Context: an optimization exercise on an open-source flow, tuned for small area. The choices shown serve that exercise and are no tape-out recipe. Function was not checked in any run shown here: the RTL went through the layout flow alone.

==> flow/design.v <==
module fsm_engine (
    input  wire        clk,
    input  wire        rst,
    input  wire [3:0]  sensor_in,
    output reg  [2:0]  action_out
);
    typedef enum logic [1:0] {
        IDLE  = 2'b00,
        WALK  = 2'b01,
        TURN  = 2'b10,
        STOP  = 2'b11
    } state_t;
    state_t state, next_state;
    always_ff @(posedge clk or posedge rst) begin
        if (rst)
            state <= IDLE;
        else
            state <= next_state;
    end
    always_comb begin
        case (state)
            IDLE:  next_state = sensor_in[0] ? WALK : IDLE;
            WALK:  next_state = sensor_in[1] ? TURN : WALK;
            TURN:  next_state = sensor_in[2] ? STOP : TURN;
            STOP:  next_state = IDLE;
            default: next_state = IDLE;
        endcase
    end
    always_comb begin
        case (state)
            IDLE:  action_out = 3'b000;
            WALK:  action_out = 3'b001;
            TURN:  action_out = 3'b010;
            STOP:  action_out = 3'b100;
            default: action_out = 3'b000;
        endcase
    end
endmodule
module pid_controller (
    input  wire             clk,
    input  wire             rst,
    input  wire signed [15:0] ref_in,
    input  wire signed [15:0] y,
    output reg  signed [15:0] u_out
);
    reg [15:0] ne, ne1, ne2, jb;
    wire walk = (ref_in == 16'd1000);
    wire turn = (ref_in == 16'hfe0c);
    wire [15:0] ne_d;
    wire [4:0] ne_d_c;
    assign ne_d_c[0] = 1'b0;
    assign ne_d[0] = y[0] ^ 1'b0 ^ ne_d_c[0];
    assign ne_d_c[1] = (y[0] & 1'b0) | (ne_d_c[0] & (y[0] ^ 1'b0));
    assign ne_d[1] = y[1] ^ 1'b0 ^ ne_d_c[1];
    assign ne_d_c[2] = (y[1] & 1'b0) | (ne_d_c[1] & (y[1] ^ 1'b0));
    assign ne_d[2] = y[2] ^ turn ^ ne_d_c[2];
    assign ne_d_c[3] = (y[2] & turn) | (ne_d_c[2] & (y[2] ^ turn));
    assign ne_d[3] = y[3] ^ walk ^ ne_d_c[3];
    assign ne_d_c[4] = (y[3] & walk) | (ne_d_c[3] & (y[3] ^ walk));
    wire ne_d_p4 = y[4] ^ (walk | turn);
    wire ne_d_g4 = y[4] & (walk | turn);
    wire ne_d_p5 = y[5] ^ turn;
    wire ne_d_g5 = y[5] & turn;
    wire ne_d_p6 = y[6] ^ turn;
    wire ne_d_g6 = y[6] & turn;
    wire ne_d_p7 = y[7] ^ turn;
    wire ne_d_g7 = y[7] & turn;
    wire ne_d_p8 = y[8] ^ turn;
    wire ne_d_g8 = y[8] & turn;
    wire ne_d_p9 = y[9] ^ 1'b0;
    wire ne_d_g9 = y[9] & 1'b0;
    wire ne_d_p10 = y[10] ^ walk;
    wire ne_d_g10 = y[10] & walk;
    wire ne_d_p11 = y[11] ^ walk;
    wire ne_d_g11 = y[11] & walk;
    wire ne_d_p12 = y[12] ^ walk;
    wire ne_d_g12 = y[12] & walk;
    wire ne_d_p13 = y[13] ^ walk;
    wire ne_d_g13 = y[13] & walk;
    wire ne_d_p14 = y[14] ^ walk;
    wire ne_d_g14 = y[14] & walk;
    wire ne_d_p15 = y[15] ^ walk;
    wire ne_d_g15 = y[15] & walk;
    wire ne_d_G0_1 = ne_d_g5 | (ne_d_p5 & ne_d_g4);
    wire ne_d_P0_1 = ne_d_p5 & ne_d_p4;
    wire ne_d_G0_3 = ne_d_g7 | (ne_d_p7 & ne_d_g6);
    wire ne_d_P0_3 = ne_d_p7 & ne_d_p6;
    wire ne_d_G0_5 = ne_d_g9 | (ne_d_p9 & ne_d_g8);
    wire ne_d_P0_5 = ne_d_p9 & ne_d_p8;
    wire ne_d_G0_7 = ne_d_g11 | (ne_d_p11 & ne_d_g10);
    wire ne_d_P0_7 = ne_d_p11 & ne_d_p10;
    wire ne_d_G0_9 = ne_d_g13 | (ne_d_p13 & ne_d_g12);
    wire ne_d_P0_9 = ne_d_p13 & ne_d_p12;
    wire ne_d_G0_11 = ne_d_g15 | (ne_d_p15 & ne_d_g14);
    wire ne_d_P0_11 = ne_d_p15 & ne_d_p14;
    wire ne_d_G1_3 = ne_d_G0_3 | (ne_d_P0_3 & ne_d_G0_1);
    wire ne_d_P1_3 = ne_d_P0_3 & ne_d_P0_1;
    wire ne_d_G1_7 = ne_d_G0_7 | (ne_d_P0_7 & ne_d_G0_5);
    wire ne_d_P1_7 = ne_d_P0_7 & ne_d_P0_5;
    wire ne_d_G1_11 = ne_d_G0_11 | (ne_d_P0_11 & ne_d_G0_9);
    wire ne_d_P1_11 = ne_d_P0_11 & ne_d_P0_9;
    wire ne_d_G2_7 = ne_d_G1_7 | (ne_d_P1_7 & ne_d_G1_3);
    wire ne_d_P2_7 = ne_d_P1_7 & ne_d_P1_3;
    wire ne_d_G3_11 = ne_d_G1_11 | (ne_d_P1_11 & ne_d_G2_7);
    wire ne_d_P3_11 = ne_d_P1_11 & ne_d_P2_7;
    wire ne_d_G4_5 = ne_d_G0_5 | (ne_d_P0_5 & ne_d_G1_3);
    wire ne_d_P4_5 = ne_d_P0_5 & ne_d_P1_3;
    wire ne_d_G4_9 = ne_d_G0_9 | (ne_d_P0_9 & ne_d_G2_7);
    wire ne_d_P4_9 = ne_d_P0_9 & ne_d_P2_7;
    wire ne_d_G5_2 = ne_d_g6 | (ne_d_p6 & ne_d_G0_1);
    wire ne_d_P5_2 = ne_d_p6 & ne_d_P0_1;
    wire ne_d_G5_4 = ne_d_g8 | (ne_d_p8 & ne_d_G1_3);
    wire ne_d_P5_4 = ne_d_p8 & ne_d_P1_3;
    wire ne_d_G5_6 = ne_d_g10 | (ne_d_p10 & ne_d_G4_5);
    wire ne_d_P5_6 = ne_d_p10 & ne_d_P4_5;
    wire ne_d_G5_8 = ne_d_g12 | (ne_d_p12 & ne_d_G2_7);
    wire ne_d_P5_8 = ne_d_p12 & ne_d_P2_7;
    wire ne_d_G5_10 = ne_d_g14 | (ne_d_p14 & ne_d_G4_9);
    wire ne_d_P5_10 = ne_d_p14 & ne_d_P4_9;
    assign ne_d[4] = ne_d_p4 ^ ne_d_c[4];
    assign ne_d[5] = ne_d_p5 ^ (ne_d_g4 | (ne_d_p4 & ne_d_c[4]));
    assign ne_d[6] = ne_d_p6 ^ (ne_d_G0_1 | (ne_d_P0_1 & ne_d_c[4]));
    assign ne_d[7] = ne_d_p7 ^ (ne_d_G5_2 | (ne_d_P5_2 & ne_d_c[4]));
    assign ne_d[8] = ne_d_p8 ^ (ne_d_G1_3 | (ne_d_P1_3 & ne_d_c[4]));
    assign ne_d[9] = ne_d_p9 ^ (ne_d_G5_4 | (ne_d_P5_4 & ne_d_c[4]));
    assign ne_d[10] = ne_d_p10 ^ (ne_d_G4_5 | (ne_d_P4_5 & ne_d_c[4]));
    assign ne_d[11] = ne_d_p11 ^ (ne_d_G5_6 | (ne_d_P5_6 & ne_d_c[4]));
    assign ne_d[12] = ne_d_p12 ^ (ne_d_G2_7 | (ne_d_P2_7 & ne_d_c[4]));
    assign ne_d[13] = ne_d_p13 ^ (ne_d_G5_8 | (ne_d_P5_8 & ne_d_c[4]));
    assign ne_d[14] = ne_d_p14 ^ (ne_d_G4_9 | (ne_d_P4_9 & ne_d_c[4]));
    assign ne_d[15] = ne_d_p15 ^ (ne_d_G5_10 | (ne_d_P5_10 & ne_d_c[4]));
    wire [15:0] jb_d;
    wire [4:0] jb_d_c;
    assign jb_d_c[0] = 1'b0;
    assign jb_d[0] = jb[0] ^ ne2[0] ^ jb_d_c[0];
    assign jb_d_c[1] = (jb[0] & ne2[0]) | (jb_d_c[0] & (jb[0] ^ ne2[0]));
    assign jb_d[1] = jb[1] ^ ne2[1] ^ jb_d_c[1];
    assign jb_d_c[2] = (jb[1] & ne2[1]) | (jb_d_c[1] & (jb[1] ^ ne2[1]));
    assign jb_d[2] = jb[2] ^ ne2[2] ^ jb_d_c[2];
    assign jb_d_c[3] = (jb[2] & ne2[2]) | (jb_d_c[2] & (jb[2] ^ ne2[2]));
    assign jb_d[3] = jb[3] ^ ne2[3] ^ jb_d_c[3];
    assign jb_d_c[4] = (jb[3] & ne2[3]) | (jb_d_c[3] & (jb[3] ^ ne2[3]));
    wire jb_d_p4 = jb[4] ^ ne2[4];
    wire jb_d_g4 = jb[4] & ne2[4];
    wire jb_d_p5 = jb[5] ^ ne2[5];
    wire jb_d_g5 = jb[5] & ne2[5];
    wire jb_d_p6 = jb[6] ^ ne2[6];
    wire jb_d_g6 = jb[6] & ne2[6];
    wire jb_d_p7 = jb[7] ^ ne2[7];
    wire jb_d_g7 = jb[7] & ne2[7];
    wire jb_d_p8 = jb[8] ^ ne2[8];
    wire jb_d_g8 = jb[8] & ne2[8];
    wire jb_d_p9 = jb[9] ^ ne2[9];
    wire jb_d_g9 = jb[9] & ne2[9];
    wire jb_d_p10 = jb[10] ^ ne2[10];
    wire jb_d_g10 = jb[10] & ne2[10];
    wire jb_d_p11 = jb[11] ^ ne2[11];
    wire jb_d_g11 = jb[11] & ne2[11];
    wire jb_d_p12 = jb[12] ^ ne2[12];
    wire jb_d_g12 = jb[12] & ne2[12];
    wire jb_d_p13 = jb[13] ^ ne2[13];
    wire jb_d_g13 = jb[13] & ne2[13];
    wire jb_d_p14 = jb[14] ^ ne2[14];
    wire jb_d_g14 = jb[14] & ne2[14];
    wire jb_d_p15 = jb[15] ^ ne2[15];
    wire jb_d_g15 = jb[15] & ne2[15];
    wire jb_d_G0_1 = jb_d_g5 | (jb_d_p5 & jb_d_g4);
    wire jb_d_P0_1 = jb_d_p5 & jb_d_p4;
    wire jb_d_G0_3 = jb_d_g7 | (jb_d_p7 & jb_d_g6);
    wire jb_d_P0_3 = jb_d_p7 & jb_d_p6;
    wire jb_d_G0_5 = jb_d_g9 | (jb_d_p9 & jb_d_g8);
    wire jb_d_P0_5 = jb_d_p9 & jb_d_p8;
    wire jb_d_G0_7 = jb_d_g11 | (jb_d_p11 & jb_d_g10);
    wire jb_d_P0_7 = jb_d_p11 & jb_d_p10;
    wire jb_d_G0_9 = jb_d_g13 | (jb_d_p13 & jb_d_g12);
    wire jb_d_P0_9 = jb_d_p13 & jb_d_p12;
    wire jb_d_G0_11 = jb_d_g15 | (jb_d_p15 & jb_d_g14);
    wire jb_d_P0_11 = jb_d_p15 & jb_d_p14;
    wire jb_d_G1_2 = jb_d_g6 | (jb_d_p6 & jb_d_G0_1);
    wire jb_d_P1_2 = jb_d_p6 & jb_d_P0_1;
    wire jb_d_G1_3 = jb_d_G0_3 | (jb_d_P0_3 & jb_d_G0_1);
    wire jb_d_P1_3 = jb_d_P0_3 & jb_d_P0_1;
    wire jb_d_G1_6 = jb_d_g10 | (jb_d_p10 & jb_d_G0_5);
    wire jb_d_P1_6 = jb_d_p10 & jb_d_P0_5;
    wire jb_d_G1_7 = jb_d_G0_7 | (jb_d_P0_7 & jb_d_G0_5);
    wire jb_d_P1_7 = jb_d_P0_7 & jb_d_P0_5;
    wire jb_d_G1_10 = jb_d_g14 | (jb_d_p14 & jb_d_G0_9);
    wire jb_d_P1_10 = jb_d_p14 & jb_d_P0_9;
    wire jb_d_G1_11 = jb_d_G0_11 | (jb_d_P0_11 & jb_d_G0_9);
    wire jb_d_P1_11 = jb_d_P0_11 & jb_d_P0_9;
    wire jb_d_G2_4 = jb_d_g8 | (jb_d_p8 & jb_d_G1_3);
    wire jb_d_P2_4 = jb_d_p8 & jb_d_P1_3;
    wire jb_d_G2_5 = jb_d_G0_5 | (jb_d_P0_5 & jb_d_G1_3);
    wire jb_d_P2_5 = jb_d_P0_5 & jb_d_P1_3;
    wire jb_d_G2_6 = jb_d_G1_6 | (jb_d_P1_6 & jb_d_G1_3);
    wire jb_d_P2_6 = jb_d_P1_6 & jb_d_P1_3;
    wire jb_d_G2_7 = jb_d_G1_7 | (jb_d_P1_7 & jb_d_G1_3);
    wire jb_d_P2_7 = jb_d_P1_7 & jb_d_P1_3;
    wire jb_d_G3_8 = jb_d_g12 | (jb_d_p12 & jb_d_G2_7);
    wire jb_d_P3_8 = jb_d_p12 & jb_d_P2_7;
    wire jb_d_G3_9 = jb_d_G0_9 | (jb_d_P0_9 & jb_d_G2_7);
    wire jb_d_P3_9 = jb_d_P0_9 & jb_d_P2_7;
    wire jb_d_G3_10 = jb_d_G1_10 | (jb_d_P1_10 & jb_d_G2_7);
    wire jb_d_P3_10 = jb_d_P1_10 & jb_d_P2_7;
    wire jb_d_G3_11 = jb_d_G1_11 | (jb_d_P1_11 & jb_d_G2_7);
    wire jb_d_P3_11 = jb_d_P1_11 & jb_d_P2_7;
    assign jb_d[4] = jb_d_p4 ^ jb_d_c[4];
    assign jb_d[5] = jb_d_p5 ^ (jb_d_g4 | (jb_d_p4 & jb_d_c[4]));
    assign jb_d[6] = jb_d_p6 ^ (jb_d_G0_1 | (jb_d_P0_1 & jb_d_c[4]));
    assign jb_d[7] = jb_d_p7 ^ (jb_d_G1_2 | (jb_d_P1_2 & jb_d_c[4]));
    assign jb_d[8] = jb_d_p8 ^ (jb_d_G1_3 | (jb_d_P1_3 & jb_d_c[4]));
    assign jb_d[9] = jb_d_p9 ^ (jb_d_G2_4 | (jb_d_P2_4 & jb_d_c[4]));
    assign jb_d[10] = jb_d_p10 ^ (jb_d_G2_5 | (jb_d_P2_5 & jb_d_c[4]));
    assign jb_d[11] = jb_d_p11 ^ (jb_d_G2_6 | (jb_d_P2_6 & jb_d_c[4]));
    assign jb_d[12] = jb_d_p12 ^ (jb_d_G2_7 | (jb_d_P2_7 & jb_d_c[4]));
    assign jb_d[13] = jb_d_p13 ^ (jb_d_G3_8 | (jb_d_P3_8 & jb_d_c[4]));
    assign jb_d[14] = jb_d_p14 ^ (jb_d_G3_9 | (jb_d_P3_9 & jb_d_c[4]));
    assign jb_d[15] = jb_d_p15 ^ (jb_d_G3_10 | (jb_d_P3_10 & jb_d_c[4]));
    wire [15:0] s1, c1;
    assign s1[0] = jb[0];
    assign c1[0] = 1'b0;
    assign s1[1] = ne[0] ^ ne1[0] ^ jb[1];
    assign c1[1] = (ne[0] & ne1[0]) | (jb[1] & (ne[0] ^ ne1[0]));
    assign s1[2] = ne[1] ^ ne1[1] ^ jb[2];
    assign c1[2] = (ne[1] & ne1[1]) | (jb[2] & (ne[1] ^ ne1[1]));
    assign s1[3] = ne[2] ^ ne1[2] ^ jb[3];
    assign c1[3] = (ne[2] & ne1[2]) | (jb[3] & (ne[2] ^ ne1[2]));
    assign s1[4] = ne[3] ^ ne1[3] ^ jb[4];
    assign c1[4] = (ne[3] & ne1[3]) | (jb[4] & (ne[3] ^ ne1[3]));
    assign s1[5] = ne[4] ^ ne1[4] ^ jb[5];
    assign c1[5] = (ne[4] & ne1[4]) | (jb[5] & (ne[4] ^ ne1[4]));
    assign s1[6] = ne[5] ^ ne1[5] ^ jb[6];
    assign c1[6] = (ne[5] & ne1[5]) | (jb[6] & (ne[5] ^ ne1[5]));
    assign s1[7] = ne[6] ^ ne1[6] ^ jb[7];
    assign c1[7] = (ne[6] & ne1[6]) | (jb[7] & (ne[6] ^ ne1[6]));
    assign s1[8] = ne[7] ^ ne1[7] ^ jb[8];
    assign c1[8] = (ne[7] & ne1[7]) | (jb[8] & (ne[7] ^ ne1[7]));
    assign s1[9] = ne[8] ^ ne1[8] ^ jb[9];
    assign c1[9] = (ne[8] & ne1[8]) | (jb[9] & (ne[8] ^ ne1[8]));
    assign s1[10] = ne[9] ^ ne1[9] ^ jb[10];
    assign c1[10] = (ne[9] & ne1[9]) | (jb[10] & (ne[9] ^ ne1[9]));
    assign s1[11] = ne[10] ^ ne1[10] ^ jb[11];
    assign c1[11] = (ne[10] & ne1[10]) | (jb[11] & (ne[10] ^ ne1[10]));
    assign s1[12] = ne[11] ^ ne1[11] ^ jb[12];
    assign c1[12] = (ne[11] & ne1[11]) | (jb[12] & (ne[11] ^ ne1[11]));
    assign s1[13] = ne[12] ^ ne1[12] ^ jb[13];
    assign c1[13] = (ne[12] & ne1[12]) | (jb[13] & (ne[12] ^ ne1[12]));
    assign s1[14] = ne[13] ^ ne1[13] ^ jb[14];
    assign c1[14] = (ne[13] & ne1[13]) | (jb[14] & (ne[13] ^ ne1[13]));
    assign s1[15] = ne[14] ^ ne1[14] ^ jb[15];
    assign c1[15] = (ne[14] & ne1[14]) | (jb[15] & (ne[14] ^ ne1[14]));
    wire [15:0] u_s;
    wire [3:0] u_s_c;
    assign u_s_c[0] = 1'b0;
    assign u_s[0] = s1[0] ^ 1'b0 ^ u_s_c[0];
    assign u_s_c[1] = (s1[0] & 1'b0) | (u_s_c[0] & (s1[0] ^ 1'b0));
    assign u_s[1] = s1[1] ^ c1[0] ^ u_s_c[1];
    assign u_s_c[2] = (s1[1] & c1[0]) | (u_s_c[1] & (s1[1] ^ c1[0]));
    assign u_s[2] = s1[2] ^ c1[1] ^ u_s_c[2];
    assign u_s_c[3] = (s1[2] & c1[1]) | (u_s_c[2] & (s1[2] ^ c1[1]));
    wire u_s_p3 = s1[3] ^ c1[2];
    wire u_s_g3 = s1[3] & c1[2];
    wire u_s_p4 = s1[4] ^ c1[3];
    wire u_s_g4 = s1[4] & c1[3];
    wire u_s_p5 = s1[5] ^ c1[4];
    wire u_s_g5 = s1[5] & c1[4];
    wire u_s_p6 = s1[6] ^ c1[5];
    wire u_s_g6 = s1[6] & c1[5];
    wire u_s_p7 = s1[7] ^ c1[6];
    wire u_s_g7 = s1[7] & c1[6];
    wire u_s_p8 = s1[8] ^ c1[7];
    wire u_s_g8 = s1[8] & c1[7];
    wire u_s_p9 = s1[9] ^ c1[8];
    wire u_s_g9 = s1[9] & c1[8];
    wire u_s_p10 = s1[10] ^ c1[9];
    wire u_s_g10 = s1[10] & c1[9];
    wire u_s_p11 = s1[11] ^ c1[10];
    wire u_s_g11 = s1[11] & c1[10];
    wire u_s_p12 = s1[12] ^ c1[11];
    wire u_s_g12 = s1[12] & c1[11];
    wire u_s_p13 = s1[13] ^ c1[12];
    wire u_s_g13 = s1[13] & c1[12];
    wire u_s_p14 = s1[14] ^ c1[13];
    wire u_s_g14 = s1[14] & c1[13];
    wire u_s_p15 = s1[15] ^ c1[14];
    wire u_s_g15 = s1[15] & c1[14];
    wire u_s_G0_1 = u_s_g4 | (u_s_p4 & u_s_g3);
    wire u_s_P0_1 = u_s_p4 & u_s_p3;
    wire u_s_G0_3 = u_s_g6 | (u_s_p6 & u_s_g5);
    wire u_s_P0_3 = u_s_p6 & u_s_p5;
    wire u_s_G0_5 = u_s_g8 | (u_s_p8 & u_s_g7);
    wire u_s_P0_5 = u_s_p8 & u_s_p7;
    wire u_s_G0_7 = u_s_g10 | (u_s_p10 & u_s_g9);
    wire u_s_P0_7 = u_s_p10 & u_s_p9;
    wire u_s_G0_9 = u_s_g12 | (u_s_p12 & u_s_g11);
    wire u_s_P0_9 = u_s_p12 & u_s_p11;
    wire u_s_G0_11 = u_s_g14 | (u_s_p14 & u_s_g13);
    wire u_s_P0_11 = u_s_p14 & u_s_p13;
    wire u_s_G1_2 = u_s_g5 | (u_s_p5 & u_s_G0_1);
    wire u_s_P1_2 = u_s_p5 & u_s_P0_1;
    wire u_s_G1_3 = u_s_G0_3 | (u_s_P0_3 & u_s_G0_1);
    wire u_s_P1_3 = u_s_P0_3 & u_s_P0_1;
    wire u_s_G1_6 = u_s_g9 | (u_s_p9 & u_s_G0_5);
    wire u_s_P1_6 = u_s_p9 & u_s_P0_5;
    wire u_s_G1_7 = u_s_G0_7 | (u_s_P0_7 & u_s_G0_5);
    wire u_s_P1_7 = u_s_P0_7 & u_s_P0_5;
    wire u_s_G1_10 = u_s_g13 | (u_s_p13 & u_s_G0_9);
    wire u_s_P1_10 = u_s_p13 & u_s_P0_9;
    wire u_s_G1_11 = u_s_G0_11 | (u_s_P0_11 & u_s_G0_9);
    wire u_s_P1_11 = u_s_P0_11 & u_s_P0_9;
    wire u_s_G2_4 = u_s_g7 | (u_s_p7 & u_s_G1_3);
    wire u_s_P2_4 = u_s_p7 & u_s_P1_3;
    wire u_s_G2_5 = u_s_G0_5 | (u_s_P0_5 & u_s_G1_3);
    wire u_s_P2_5 = u_s_P0_5 & u_s_P1_3;
    wire u_s_G2_6 = u_s_G1_6 | (u_s_P1_6 & u_s_G1_3);
    wire u_s_P2_6 = u_s_P1_6 & u_s_P1_3;
    wire u_s_G2_7 = u_s_G1_7 | (u_s_P1_7 & u_s_G1_3);
    wire u_s_P2_7 = u_s_P1_7 & u_s_P1_3;
    wire u_s_G2_12 = u_s_g15 | (u_s_p15 & u_s_G1_11);
    wire u_s_P2_12 = u_s_p15 & u_s_P1_11;
    wire u_s_G3_8 = u_s_g11 | (u_s_p11 & u_s_G2_7);
    wire u_s_P3_8 = u_s_p11 & u_s_P2_7;
    wire u_s_G3_9 = u_s_G0_9 | (u_s_P0_9 & u_s_G2_7);
    wire u_s_P3_9 = u_s_P0_9 & u_s_P2_7;
    wire u_s_G3_10 = u_s_G1_10 | (u_s_P1_10 & u_s_G2_7);
    wire u_s_P3_10 = u_s_P1_10 & u_s_P2_7;
    wire u_s_G3_11 = u_s_G1_11 | (u_s_P1_11 & u_s_G2_7);
    wire u_s_P3_11 = u_s_P1_11 & u_s_P2_7;
    wire u_s_G3_12 = u_s_G2_12 | (u_s_P2_12 & u_s_G2_7);
    wire u_s_P3_12 = u_s_P2_12 & u_s_P2_7;
    assign u_s[3] = u_s_p3 ^ u_s_c[3];
    assign u_s[4] = u_s_p4 ^ (u_s_g3 | (u_s_p3 & u_s_c[3]));
    assign u_s[5] = u_s_p5 ^ (u_s_G0_1 | (u_s_P0_1 & u_s_c[3]));
    assign u_s[6] = u_s_p6 ^ (u_s_G1_2 | (u_s_P1_2 & u_s_c[3]));
    assign u_s[7] = u_s_p7 ^ (u_s_G1_3 | (u_s_P1_3 & u_s_c[3]));
    assign u_s[8] = u_s_p8 ^ (u_s_G2_4 | (u_s_P2_4 & u_s_c[3]));
    assign u_s[9] = u_s_p9 ^ (u_s_G2_5 | (u_s_P2_5 & u_s_c[3]));
    assign u_s[10] = u_s_p10 ^ (u_s_G2_6 | (u_s_P2_6 & u_s_c[3]));
    assign u_s[11] = u_s_p11 ^ (u_s_G2_7 | (u_s_P2_7 & u_s_c[3]));
    assign u_s[12] = u_s_p12 ^ (u_s_G3_8 | (u_s_P3_8 & u_s_c[3]));
    assign u_s[13] = u_s_p13 ^ (u_s_G3_9 | (u_s_P3_9 & u_s_c[3]));
    assign u_s[14] = u_s_p14 ^ (u_s_G3_10 | (u_s_P3_10 & u_s_c[3]));
    assign u_s[15] = u_s_p15 ^ (u_s_G3_11 | (u_s_P3_11 & u_s_c[3]));
    always @(posedge clk or posedge rst) begin
        if (rst) begin
            ne    <= 16'd0;
            ne1   <= 16'd0;
            ne2   <= 16'd0;
            jb    <= 16'hffff;
            u_out <= 16'sd0;
        end else begin
            ne    <= ne_d;
            ne1   <= ne;
            ne2   <= ne1;
            jb    <= jb_d;
            u_out <= ~u_s;
        end
    end
endmodule
module soc_top (
    input  wire        clk,
    input  wire        rst,
    input  wire [3:0]  sensor_in,
    input  wire [15:0] y_feedback,
    output wire [15:0] actuator_out
);
    wire [2:0] action_out;
    wire [15:0] ref_val;
    fsm_engine fsm_inst (
        .clk(clk),
        .rst(rst),
        .sensor_in(sensor_in),
        .action_out(action_out)
    );
    assign ref_val = (action_out == 3'b001) ? 16'd1000 :    
                 (action_out == 3'b010) ? -16'd500 :    
                 16'd0;                                 
    pid_controller pid_inst (
        .clk(clk),
        .rst(rst),
        .ref_in(ref_val),
        .y(y_feedback),
        .u_out(actuator_out)
    );
endmodule
==> flow/flow/run.sh <==
#!/bin/bash
# Own layout flow: the standard layout (standard.sh, unchanged synthesis)
# with two changes: the port buffers are sky130_fd_sc_hd__buf_1 instead of
# the cell buffer_ports picks by default, and CTS uses clkbuf_4 (root) and
# clkbuf_8 (sinks) without dummy loads.
set -euo pipefail
CTS="-sink_clustering_enable -repair_clock_nets -dont_use_dummy_load -buf_list {sky130_fd_sc_hd__clkbuf_4 sky130_fd_sc_hd__clkbuf_8} -root_buf sky130_fd_sc_hd__clkbuf_4 -sink_buffer_max_cap_derate 0.01"
bash standard.sh "BUFFER_PORTS_ARGS=-buffer_cell sky130_fd_sc_hd__buf_1" "CTS_ARGS=$CTS" finish > make_finish.log 2>&1
==> flow/standard.sh <==
#!/bin/bash
# synth_recipe.tcl (not shown) runs the flow's synth.tcl, then flattens the netlist and writes it again
# the make line also repeats each setting of config.mk as NAME=value (left out here)
make -C /OpenROAD-flow-scripts/flow DESIGN_CONFIG=/design/flow/config.mk WORK_HOME=/design/flow/orfs CLKGATE_MAP_FILE= SYNTH_SCRIPT=/design/flow/synth_recipe.tcl "${@:-finish}"
==> flow/config.mk <==
export PLATFORM = sky130hd
export DESIGN_NAME = soc_top
export DESIGN_NICKNAME = soc_top
export VERILOG_FILES = /design/flow/design.v
export SDC_FILE = /design/flow/constraint.sdc
export NUM_CORES = 4
export LEC_CHECK = 0
export CAP_MARGIN = 10
export CORE_MARGIN = 2
export CORE_UTILIZATION = 60
export SLEW_MARGIN = 10
==> flow/constraint.sdc <==
create_clock -name core_clock -period 3.0 [get_ports {clk}]
set_input_delay 0.6000 -clock core_clock [delete_from_list [all_inputs] [get_ports {clk}]]
set_output_delay 0.6000 -clock core_clock [all_outputs]
set_load 0.01 [all_outputs]
==> out/qor.csv, run 1 <==
stage,metric,value,unit
cells_and_area,layout cells sized above 1,0.125,
sta,fmax,0.354,GHz
routing,initial DRC count,74,
yosys,post-synthesis cell count,304,
placement,Inst Count DP,420,
yosys,"count leader, synth",dfrtp_1,
placement,GPL Wtd Cong,0.776,
placement,Detail Placement HPWL,4520,um
setup_path,kind of end point of the critical path,register,
yosys,Synth top cells by count,"66 x dfrtp_1, 37 x ha_1, 24 x inv_1, 24 x xnor2_1, 21 x fa_1",
die,Ports,38,
routing,WL per Instance,13.3,um
clock_tree,CTS tree,yes,
setup_path,data arrival time of the worst path,3.16,ns
yosys,Yosys top cell area share,0.412,
yosys,top post-synthesis cells by area,"dfrtp_1 41%, ha_1 12%, dfstp_2 10%",
clock_tree,Num CTS Buffers,9,
clock_tree,Clock Pin Slew Worst Setup and Hold Paths,0.10,ns
sta,Pins Over Slew Limit,0,
clock_tree,Clock Tree Root,clkbuf_4,
yosys,syn_area_per_cell,13.2,um2
setup_path,RR Startpoint,pid_inst.jb[0],
cells_and_area,Final Net Count,435,
outcome,outcome,"complete, no violations",
yosys,"FFs w/ async S/R, synth",1.00,
setup_path,CP top delay family,adder cells,
setup_path,CP cell instances,ha_2 > fa_2 > fa_2 > fa_2 > a21o_1 > a31oi_1 > o21a_1 > buf_4 > nor2b_1 > o21ai_1 > o31a_1,
yosys,Yosys warnings,2,
routing,DRC violations left,0,
die,Core Area,0.00639,mm2
sta,Final min period,2.82,ns
sta,worst hold slack,0.306,ns
setup_path,critical path class,reg2reg,
yosys,post-synth net total,384,
setup_path,Worst Setup SP,pid_inst.jb[0],
setup_path,Crit path largest cell delay,0.39,ns
cells_and_area,Non-Filler Instances,430,
cells_and_area,Area growth syn-to-layout,8.99,%
yosys,number of synthesized register bits,82,
sta,Worst-Margin Slew,0.844,ns
sta,RSZ-0062 raised after global routing,false,
die,die area,0.00735,mm2
clock_tree,CTS H-tree lvls,3,
yosys,prevailing post-synth register cell,dfrtp_1,
clock_tree,Max Root-Sink Buffers,2,
routing,drt pass-1 iters,4,
die,row count,29,
global_routing,vias in the first global route,2277,
routing,Avg Vias per Cell,5.19,
hold_path,HP Class,in2reg,
clock_tree,CTS Sinks,82,
die,die height,85.7,um
sta,Fin Clk Skew,0.0317,ns
routing,routed via count,2230,
cells_and_area,ant diodes,0,
sta,Final Hold Vio Count,0,
yosys,unique cell type count in the Yosys netlist,40,
sta,"Setup violations, final",0,
global_routing,Total Routing Usage GR,0.182,
setup_path,crit-path max FO,3,
setup_path,Crit path buffers/inverters,1,
global_routing,initial antenna violation count,0,
yosys,number of enable flip-flop cells after synthesis,0,
setup_path,Most common cell on crit path,fa_2,
placement,PortBufs,36,
cells_and_area,final core utilization,0.684,
setup_path,Crit-path slowest cell,fa_2,
die,DIE WIDTH,85.7,um
yosys,"Seq/Total Area, Yosys",0.517,
yosys,Synth area leader,dfrtp_1,
flow_run,total of max-cap violations,0,
global_routing,pin count of the biggest net entering global routing,51,
setup_path,type of origin of the critical path,register,
routing,Routed WL,5720,um
global_routing,first-pass GRT wire length,10200,um
sta,Final period util,0.941,
setup_path,required time worst endpoint,3.34,ns
die,Initial Utilization,0.627,
yosys,"Cell Area, Synth",0.00401,mm2
clock_tree,worst-skew pair later-pin latency,0.41,ns
hold_path,hold_sp,y_feedback[1],
global_routing,GRT overflow,0,
sta,relative slew slack,0.437,
routing,Post-DRT Antenna Nets,0,
## layout by cell type (no fill, tap or decap), types with 5 or more instances in the layout
cell type	count
xor2_1	13
nand2_1	12
clkbuf_4	9
dfstp_2	16
buf_1	36
ha_1	36
nor3_1	9
a21oi_1	13
dfrtp_1	66
o21ai_0	5
nor2_1	11
o21a_1	5
fa_1	18
xnor2_1	24
inv_1	23
## area by class of cell
class,instances,area [um2]
sequential,82,2070
timing repair buffer,41,185
inverter,24,91.3
clock buffer,9,67.6
multi-input combinational,197,1850
fill,496,2020
tap,77,96.3
## cells by family after synthesis
kind of cell,share of synthesized area
flip-flops,0.517
multiplexers,0.00250
adder cells (fa/ha/maj),0.220
AND/OR/NAND/NOR,0.0606
XOR/XNOR,0.0809
buffers and inverters,0.0234
AO/OA/AOI/OAI,0.0949
## flip-flops by register name (all words and copies together) (netlist names), named ones only
name and flops:
pid_inst.jb 16, pid_inst.ne1 16, pid_inst.u_out 16, fsm_inst.state 1, pid_inst.ne2 16, pid_inst.ne 16
## worst paths after layout
check	slack [ns]	to	cells past startpoint
max in group asynchronous	1.97	pid_inst.jb[1]	3
worst min register to register	0.36	pid_inst.ne1[15]	0
worst max-delay path	0.18	pid_inst.jb[10]	11
worst max register to register	0.18	pid_inst.jb[10]	11
worst min-delay path	0.31	pid_inst.ne[1]	1
min in group asynchronous	0.32	pid_inst.ne2[9]	2
## repair_timing
action	in CTS	in global routing
gates cloned	0	0
pin swaps	4	7
hold buffers	0	0
setup buffers	0	1
resized for setup	2	3
endpoints found under the setup margin	6	5
## layer usage
metal,global-route usage,wire length (um),up-vias,part of all wire
li1,-,-,1125,-
met1,0.255,2850,1053,0.50
met2,0.270,2550,44,0.45
met3,0.0385,213,8,0.037
met4,0.0924,103,0,0.018
met5,0,0,-,0
## through the flow
stage	setup TNS, ns	cell area (um2)	setup WS (ns)
3_5_place_dp	-0.523	4280	-0.147
4_1_cts	0	4350	0.00943
5_1_grt	0	4370	0.0212
3_3_place_gp	-0.186	4280	-0.0799
6_report	0	4370	0.177
2_1_floorplan	0	4010	0.0267
==> run 2: changes to the inputs <==
--- a/flow/design.v
+++ b/flow/design.v
@@ -48,5 +48,5 @@
     wire turn = (ref_in == 16'hfe0c);
     wire [15:0] ne_d;
-    wire [4:0] ne_d_c;
+    wire [5:0] ne_d_c;
     assign ne_d_c[0] = 1'b0;
     assign ne_d[0] = y[0] ^ 1'b0 ^ ne_d_c[0];
@@ -58,6 +58,6 @@
     assign ne_d[3] = y[3] ^ walk ^ ne_d_c[3];
     assign ne_d_c[4] = (y[3] & walk) | (ne_d_c[3] & (y[3] ^ walk));
-    wire ne_d_p4 = y[4] ^ (walk | turn);
-    wire ne_d_g4 = y[4] & (walk | turn);
+    assign ne_d[4] = y[4] ^ (walk | turn) ^ ne_d_c[4];
+    assign ne_d_c[5] = (y[4] & (walk | turn)) | (ne_d_c[4] & (y[4] ^ (walk | turn)));
     wire ne_d_p5 = y[5] ^ turn;
     wire ne_d_g5 = y[5] & turn;
@@ -82,52 +82,49 @@
     wire ne_d_p15 = y[15] ^ walk;
     wire ne_d_g15 = y[15] & walk;
-    wire ne_d_G0_1 = ne_d_g5 | (ne_d_p5 & ne_d_g4);
-    wire ne_d_P0_1 = ne_d_p5 & ne_d_p4;
-    wire ne_d_G0_3 = ne_d_g7 | (ne_d_p7 & ne_d_g6);
-    wire ne_d_P0_3 = ne_d_p7 & ne_d_p6;
-    wire ne_d_G0_5 = ne_d_g9 | (ne_d_p9 & ne_d_g8);
-    wire ne_d_P0_5 = ne_d_p9 & ne_d_p8;
-    wire ne_d_G0_7 = ne_d_g11 | (ne_d_p11 & ne_d_g10);
-    wire ne_d_P0_7 = ne_d_p11 & ne_d_p10;
-    wire ne_d_G0_9 = ne_d_g13 | (ne_d_p13 & ne_d_g12);
-    wire ne_d_P0_9 = ne_d_p13 & ne_d_p12;
-    wire ne_d_G0_11 = ne_d_g15 | (ne_d_p15 & ne_d_g14);
-    wire ne_d_P0_11 = ne_d_p15 & ne_d_p14;
+    wire ne_d_G0_1 = ne_d_g6 | (ne_d_p6 & ne_d_g5);
+    wire ne_d_P0_1 = ne_d_p6 & ne_d_p5;
+    wire ne_d_G0_3 = ne_d_g8 | (ne_d_p8 & ne_d_g7);
+    wire ne_d_P0_3 = ne_d_p8 & ne_d_p7;
+    wire ne_d_G0_5 = ne_d_g10 | (ne_d_p10 & ne_d_g9);
+    wire ne_d_P0_5 = ne_d_p10 & ne_d_p9;
+    wire ne_d_G0_7 = ne_d_g12 | (ne_d_p12 & ne_d_g11);
+    wire ne_d_P0_7 = ne_d_p12 & ne_d_p11;
+    wire ne_d_G0_9 = ne_d_g14 | (ne_d_p14 & ne_d_g13);
+    wire ne_d_P0_9 = ne_d_p14 & ne_d_p13;
+    wire ne_d_G1_2 = ne_d_g7 | (ne_d_p7 & ne_d_G0_1);
+    wire ne_d_P1_2 = ne_d_p7 & ne_d_P0_1;
     wire ne_d_G1_3 = ne_d_G0_3 | (ne_d_P0_3 & ne_d_G0_1);
     wire ne_d_P1_3 = ne_d_P0_3 & ne_d_P0_1;
+    wire ne_d_G1_6 = ne_d_g11 | (ne_d_p11 & ne_d_G0_5);
+    wire ne_d_P1_6 = ne_d_p11 & ne_d_P0_5;
     wire ne_d_G1_7 = ne_d_G0_7 | (ne_d_P0_7 & ne_d_G0_5);
     wire ne_d_P1_7 = ne_d_P0_7 & ne_d_P0_5;
-    wire ne_d_G1_11 = ne_d_G0_11 | (ne_d_P0_11 & ne_d_G0_9);
-    wire ne_d_P1_11 = ne_d_P0_11 & ne_d_P0_9;
+    wire ne_d_G1_10 = ne_d_g15 | (ne_d_p15 & ne_d_G0_9);
+    wire ne_d_P1_10 = ne_d_p15 & ne_d_P0_9;
+    wire ne_d_G2_4 = ne_d_g9 | (ne_d_p9 & ne_d_G1_3);
+    wire ne_d_P2_4 = ne_d_p9 & ne_d_P1_3;
+    wire ne_d_G2_5 = ne_d_G0_5 | (ne_d_P0_5 & ne_d_G1_3);
+    wire ne_d_P2_5 = ne_d_P0_5 & ne_d_P1_3;
+    wire ne_d_G2_6 = ne_d_G1_6 | (ne_d_P1_6 & ne_d_G1_3);
+    wire ne_d_P2_6 = ne_d_P1_6 & ne_d_P1_3;
     wire ne_d_G2_7 = ne_d_G1_7 | (ne_d_P1_7 & ne_d_G1_3);
     wire ne_d_P2_7 = ne_d_P1_7 & ne_d_P1_3;
-    wire ne_d_G3_11 = ne_d_G1_11 | (ne_d_P1_11 & ne_d_G2_7);
-    wire ne_d_P3_11 = ne_d_P1_11 & ne_d_P2_7;
-    wire ne_d_G4_5 = ne_d_G0_5 | (ne_d_P0_5 & ne_d_G1_3);
-    wire ne_d_P4_5 = ne_d_P0_5 & ne_d_P1_3;
-    wire ne_d_G4_9 = ne_d_G0_9 | (ne_d_P0_9 & ne_d_G2_7);
-    wire ne_d_P4_9 = ne_d_P0_9 & ne_d_P2_7;
-    wire ne_d_G5_2 = ne_d_g6 | (ne_d_p6 & ne_d_G0_1);
-    wire ne_d_P5_2 = ne_d_p6 & ne_d_P0_1;
-    wire ne_d_G5_4 = ne_d_g8 | (ne_d_p8 & ne_d_G1_3);
-    wire ne_d_P5_4 = ne_d_p8 & ne_d_P1_3;
-    wire ne_d_G5_6 = ne_d_g10 | (ne_d_p10 & ne_d_G4_5);
-    wire ne_d_P5_6 = ne_d_p10 & ne_d_P4_5;
-    wire ne_d_G5_8 = ne_d_g12 | (ne_d_p12 & ne_d_G2_7);
-    wire ne_d_P5_8 = ne_d_p12 & ne_d_P2_7;
-    wire ne_d_G5_10 = ne_d_g14 | (ne_d_p14 & ne_d_G4_9);
-    wire ne_d_P5_10 = ne_d_p14 & ne_d_P4_9;
-    assign ne_d[4] = ne_d_p4 ^ ne_d_c[4];
-    assign ne_d[5] = ne_d_p5 ^ (ne_d_g4 | (ne_d_p4 & ne_d_c[4]));
-    assign ne_d[6] = ne_d_p6 ^ (ne_d_G0_1 | (ne_d_P0_1 & ne_d_c[4]));
-    assign ne_d[7] = ne_d_p7 ^ (ne_d_G5_2 | (ne_d_P5_2 & ne_d_c[4]));
-    assign ne_d[8] = ne_d_p8 ^ (ne_d_G1_3 | (ne_d_P1_3 & ne_d_c[4]));
-    assign ne_d[9] = ne_d_p9 ^ (ne_d_G5_4 | (ne_d_P5_4 & ne_d_c[4]));
-    assign ne_d[10] = ne_d_p10 ^ (ne_d_G4_5 | (ne_d_P4_5 & ne_d_c[4]));
-    assign ne_d[11] = ne_d_p11 ^ (ne_d_G5_6 | (ne_d_P5_6 & ne_d_c[4]));
-    assign ne_d[12] = ne_d_p12 ^ (ne_d_G2_7 | (ne_d_P2_7 & ne_d_c[4]));
-    assign ne_d[13] = ne_d_p13 ^ (ne_d_G5_8 | (ne_d_P5_8 & ne_d_c[4]));
-    assign ne_d[14] = ne_d_p14 ^ (ne_d_G4_9 | (ne_d_P4_9 & ne_d_c[4]));
-    assign ne_d[15] = ne_d_p15 ^ (ne_d_G5_10 | (ne_d_P5_10 & ne_d_c[4]));
+    wire ne_d_G3_8 = ne_d_g13 | (ne_d_p13 & ne_d_G2_7);
+    wire ne_d_P3_8 = ne_d_p13 & ne_d_P2_7;
+    wire ne_d_G3_9 = ne_d_G0_9 | (ne_d_P0_9 & ne_d_G2_7);
+    wire ne_d_P3_9 = ne_d_P0_9 & ne_d_P2_7;
+    wire ne_d_G3_10 = ne_d_G1_10 | (ne_d_P1_10 & ne_d_G2_7);
+    wire ne_d_P3_10 = ne_d_P1_10 & ne_d_P2_7;
+    assign ne_d[5] = ne_d_p5 ^ ne_d_c[5];
+    assign ne_d[6] = ne_d_p6 ^ (ne_d_g5 | (ne_d_p5 & ne_d_c[5]));
+    assign ne_d[7] = ne_d_p7 ^ (ne_d_G0_1 | (ne_d_P0_1 & ne_d_c[5]));
+    assign ne_d[8] = ne_d_p8 ^ (ne_d_G1_2 | (ne_d_P1_2 & ne_d_c[5]));
+    assign ne_d[9] = ne_d_p9 ^ (ne_d_G1_3 | (ne_d_P1_3 & ne_d_c[5]));
+    assign ne_d[10] = ne_d_p10 ^ (ne_d_G2_4 | (ne_d_P2_4 & ne_d_c[5]));
+    assign ne_d[11] = ne_d_p11 ^ (ne_d_G2_5 | (ne_d_P2_5 & ne_d_c[5]));
+    assign ne_d[12] = ne_d_p12 ^ (ne_d_G2_6 | (ne_d_P2_6 & ne_d_c[5]));
+    assign ne_d[13] = ne_d_p13 ^ (ne_d_G2_7 | (ne_d_P2_7 & ne_d_c[5]));
+    assign ne_d[14] = ne_d_p14 ^ (ne_d_G3_8 | (ne_d_P3_8 & ne_d_c[5]));
+    assign ne_d[15] = ne_d_p15 ^ (ne_d_G3_9 | (ne_d_P3_9 & ne_d_c[5]));
     wire [15:0] jb_d;
     wire [4:0] jb_d_c;
==> run 2 against run 1 <==
Effect of this change: still clean; count of clock-buffer cells in the layout did not move; first-iteration DRC count is 8.1% lower; hold slack lost 0.095 ns; final area up 0.97%; routed wire length is 4.0% higher; critical path depth shrank 1; register-to-register slack worse by 0.12 ns.
==> out/qor.csv, run 2 <==
stage,metric,value,unit,change
outcome,outcome,"complete, no violations",,unchanged
setup_path,Most common cell on crit path,fa_2,,unchanged
routing,Post-DRT Antenna Nets,0,,unchanged
flow_run,total of max-cap violations,0,,unchanged
setup_path,CP cell instances,ha_2 > fa_2 > fa_2 > fa_2 > a21oi_2 > nand4b_1 > a21boi_2 > a221o_2 > o31ai_4 > xnor2_2,,was ha_2 > fa_2 > fa_2 > fa_2 > a21o_1 > a31oi_1 > o21a_1 > buf_4 > nor2b_1 > o21ai_1 > o31a_1
sta,PnR worst setup slack,0.0579,ns,was 0.177 ns
global_routing,pin count of the biggest net entering global routing,48,,was 51
placement,Place WS,-0.0799,ns,was -0.147 ns
routing,routed via count,2358,,"was 2,230"
clock_tree,CTS Sinks,82,,unchanged
sta,Final min period,2.94,ns,was 2.82 ns
routing,initial DRC count,68,,was 74
die,Initial Utilization,0.624,,was 0.627
die,die height,85.7,um,about the same
setup_path,crit-path max FO,5,,was 3
cells_and_area,"most common cell after layout, fill and taps aside",dfrtp_1,,unchanged
setup_path,R2R Path End,pid_inst.jb[14],,was pid_inst.jb[10]
routing,WL per Instance,13.7,um,was 13.3 um
die,DIE WIDTH,85.7,um,about the same
yosys,Yosys warnings,2,,unchanged
yosys,Yosys top cell area share,0.412,,about the same
yosys,prevailing post-synth register cell,dfrtp_1,,unchanged
placement,Detail Placement HPWL,4650,um,was 4520 um
cells_and_area,layout cells sized above 1,0.134,,was 0.125
routing,drt pass-1 iters,18,,was 4
die,row count,29,,unchanged
yosys,syn_area_per_cell,13.2,um2,about the same
yosys,unique cell type count in the Yosys netlist,42,,was 40
clock_tree,CTS tree,yes,,unchanged
die,die area,0.00735,mm2,about the same
setup_path,RR Startpoint,pid_inst.jb[0],,unchanged
routing,Routed WL,5950,um,was 5720 um
clock_tree,CTS H-tree lvls,3,,unchanged
clock_tree,Clock Tree Root,clkbuf_4,,unchanged
setup_path,type of origin of the critical path,register,,unchanged
routing,Avg Vias per Cell,5.43,,was 5.19
yosys,Synth top cells by count,"66 x dfrtp_1, 40 x ha_1, 23 x inv_1, 22 x fa_1, 19 x xnor2_1",,"was 66 x dfrtp_1, 37 x ha_1, 24 x inv_1, 24 x xnor2_1, 21 x fa_1"
die,Ports,38,,unchanged
cells_and_area,most frequent cells in the layout,"66 x dfrtp_1, 39 x ha_1, 36 x buf_1",,"was 66 x dfrtp_1, 36 x ha_1, 36 x buf_1"
clock_tree,Clock Pin Slew Worst Setup and Hold Paths,0.12,ns,was 0.10 ns
setup_path,Crit-path slowest cell,a221o_2,,was fa_2
yosys,"Cell Area, Synth",0.00401,mm2,about the same
setup_path,required time worst endpoint,3.34,ns,about the same
clock_tree,Max Root-Sink Buffers,2,,unchanged
cells_and_area,Final Net Count,443,,was 435
global_routing,initial antenna violation count,0,,unchanged
sta,Setup TNS Final,0,ns,unchanged
clock_tree,hold_buf cts,0,,unchanged
sta,fmax,0.340,GHz,was 0.354 GHz
yosys,"count leader, synth",dfrtp_1,,unchanged
global_routing,Total Routing Usage GR,0.194,,was 0.182
yosys,Synth area leader,dfrtp_1,,unchanged
sta,Worst-Margin Slew,0.600,ns,was 0.844 ns
sta,Pins Over Slew Limit,0,,unchanged
global_routing,GRT overflow,0,,unchanged
sta,RSZ-0062 raised after global routing,true,,was false
hold_path,HP Class,in2async,,was in2reg
sta,Final Hold Vio Count,0,,unchanged
cells_and_area,fillers,476,,was 496
die,Core Area,0.00642,mm2,was 0.00639 mm2
placement,PortBufs,36,,unchanged
cells_and_area,ant diodes,0,,unchanged
yosys,top post-synthesis cells by area,"dfrtp_1 41%, ha_1 12%, fa_1 11%",,"was dfrtp_1 41%, ha_1 12%, dfstp_2 10%"
setup_path,R2R Setup Slk,0.06,ns,was 0.18 ns
yosys,"FFs w/ async S/R, synth",1.00,,unchanged
setup_path,R2R cell count,10,,was 11
sta,Fin Clk Skew,0.0326,ns,was 0.0317 ns
global_routing,vias in the first global route,2391,,"was 2,277"
sta,Final period util,0.981,,was 0.941
setup_path,critical path class,reg2reg,,unchanged
cells_and_area,Area growth syn-to-layout,9.99,%,was 8.99%
placement,GPL Wtd Cong,0.819,,was 0.776
yosys,post-synthesis cell count,304,,unchanged
sta,"Setup violations, final",0,,unchanged
yosys,number of synthesized register bits,82,,unchanged
global_routing,first-pass GRT wire length,10800,um,"was 10,200 um"
yosys,"Seq/Total Area, Yosys",0.517,,about the same
sta,relative slew slack,0.599,,was 0.437
setup_path,data arrival time of the worst path,3.29,ns,was 3.16 ns
setup_path,Crit path largest cell delay,0.41,ns,was 0.39 ns
yosys,post-synth net total,388,,was 384
clock_tree,Num CTS Buffers,9,,unchanged
routing,DRC violations left,0,,unchanged
clock_tree,worst-skew pair later-pin latency,0.41,ns,about the same
yosys,number of enable flip-flop cells after synthesis,0,,unchanged
setup_path,kind of end point of the critical path,register,,unchanged
==> run 2: cell count changes after synthesis, moves of 3 or more <==
cell | before | now
nor2_1 | 11 | 15
nor3_1 | 9 | 3
o21ai_0 | 5 | 8
ha_1 | 37 | 40
a21o_1 | 4 | 8
nand2b_1 | 1 | 4
xnor2_1 | 24 | 19
or2_1 | 4 | 1
nor2b_1 | 1 | 7
==> run 2: critical path, delay by kind of cell (launching register included) <==
| kind | cells | cell delay, ns |
|---|---|---|
| AOI/OAI and AO/OA | 4 | 0.93 |
| DFF | 1 | 0.38 |
| adders and majority gates | 4 | 1.26 |
| and+or+nand+nor | 1 | 0.18 |
| xor gates and xnor gates | 1 | 0.15 |
==> run 2: cell type report <==
cell class	count	area [um2]	area share
inverter	23	87.6	0.0199
sequential	82	2070	0.470
timing repair buffer	44	208	0.0471
multi-input combinational	199	1880	0.426
tap	77	96.3	0.0219
clock buffer	9	67.6	0.0153
==> run 2: worst max path at each step <==
| stage | cells after the start | to | slack, ns | from |
|---|---|---|---|---|
| after floorplan | 10 | pid_inst.jb[14] | 0.03 | pid_inst.jb[0] |
| after global placement | 10 | pid_inst.jb[14] | -0.07 | pid_inst.jb[0] |
| after detailed placement | 10 | pid_inst.jb[13] | -0.08 | pid_inst.jb[0] |
| after CTS | 10 | pid_inst.jb[14] | 0.02 | pid_inst.jb[0] |
| after global routing | 10 | pid_inst.jb[14] | -0.08 | pid_inst.jb[0] |
| final | 10 | pid_inst.jb[14] | 0.06 | pid_inst.jb[0] |
==> run 2: per-stage QoR <==
stage / instance area, um2 / cells / utilization / hold WS, ns
global placement: 4300 / 423 / 0.670 / 0.334
detailed placement: 4300 / 423 / 0.670 / 0.337
global route: 4410 / 434 / 0.687 / 0.226
CTS: 4380 / 432 / 0.682 / 0.213
finish: 4410 / 434 / 0.687 / 0.211
floorplan: 4010 / 304 / - / 0.331
==> run 2: metal layers <==
| metal | vias to the layer above | wire length (um) | track usage |
|---|---|---|---|
| li1 | 1142 | - | - |
| met2 | 57 | 2720 | 0.298 |
| met3 | 12 | 210 | 0.0491 |
| met1 | 1147 | 2880 | 0.269 |
| met4 | 0 | 135 | 0.0779 |
| met5 | - | 0 | 0 |
==> run 2: logic make-up (layout without fill, tap and decap cells) <==
group                    Yosys count  count (layout)  share of synthesized area
multiplexers                       1               1                    0.00250
buffers and inverters             23              76                     0.0215
adder cells (fa/ha/maj)           62              62                      0.235
AND/OR/NAND/NOR                   52              52                     0.0655
XOR/XNOR                          30              30                     0.0655
flip-flops                        82              82                      0.517
AO/OA/AOI/OAI                     54              54                     0.0933
==> run 2: what timing repair did <==
action	4_1_cts	5_1_grt
endpoints found under the setup margin	4	5
hold endpoints to repair	0	0
gates cloned	0	0
setup buffers	0	2
gates resized for setup	3	3
pin swaps	2	10

## afterwards: timing with drivers on the ports
Ports are ideal in the flow. The routed layouts listed here were re-timed in OpenROAD.
Step 1 sets driving cells, clkbuf_16 on the clock port and buf_2 on the other inputs (assumed; they add their load-dependent delay and slew).
Step 2 also shifts input and output timing later by t, the mid clock arrival at the registers, as if the neighbouring blocks saw the same clock.
Three values: ideal, step 1, step 2; two values: the first two.
run | shift t [ns] | setup WS [ns] | clock arrival spread, ns | worst register clock-pin slew, ns | worst slew at a driven data input, ns
run 1 | 0.416 | 0.177 / 0.177 / 0.177 | 0.032 / 0.031 | 0.12 / 0.12 | 0.03
run 2 | 0.423 | 0.058 / 0.058 / 0.058 | 0.033 / 0.033 | 0.12 / 0.12 | 0.03
After both steps every run listed still meets setup and hold.
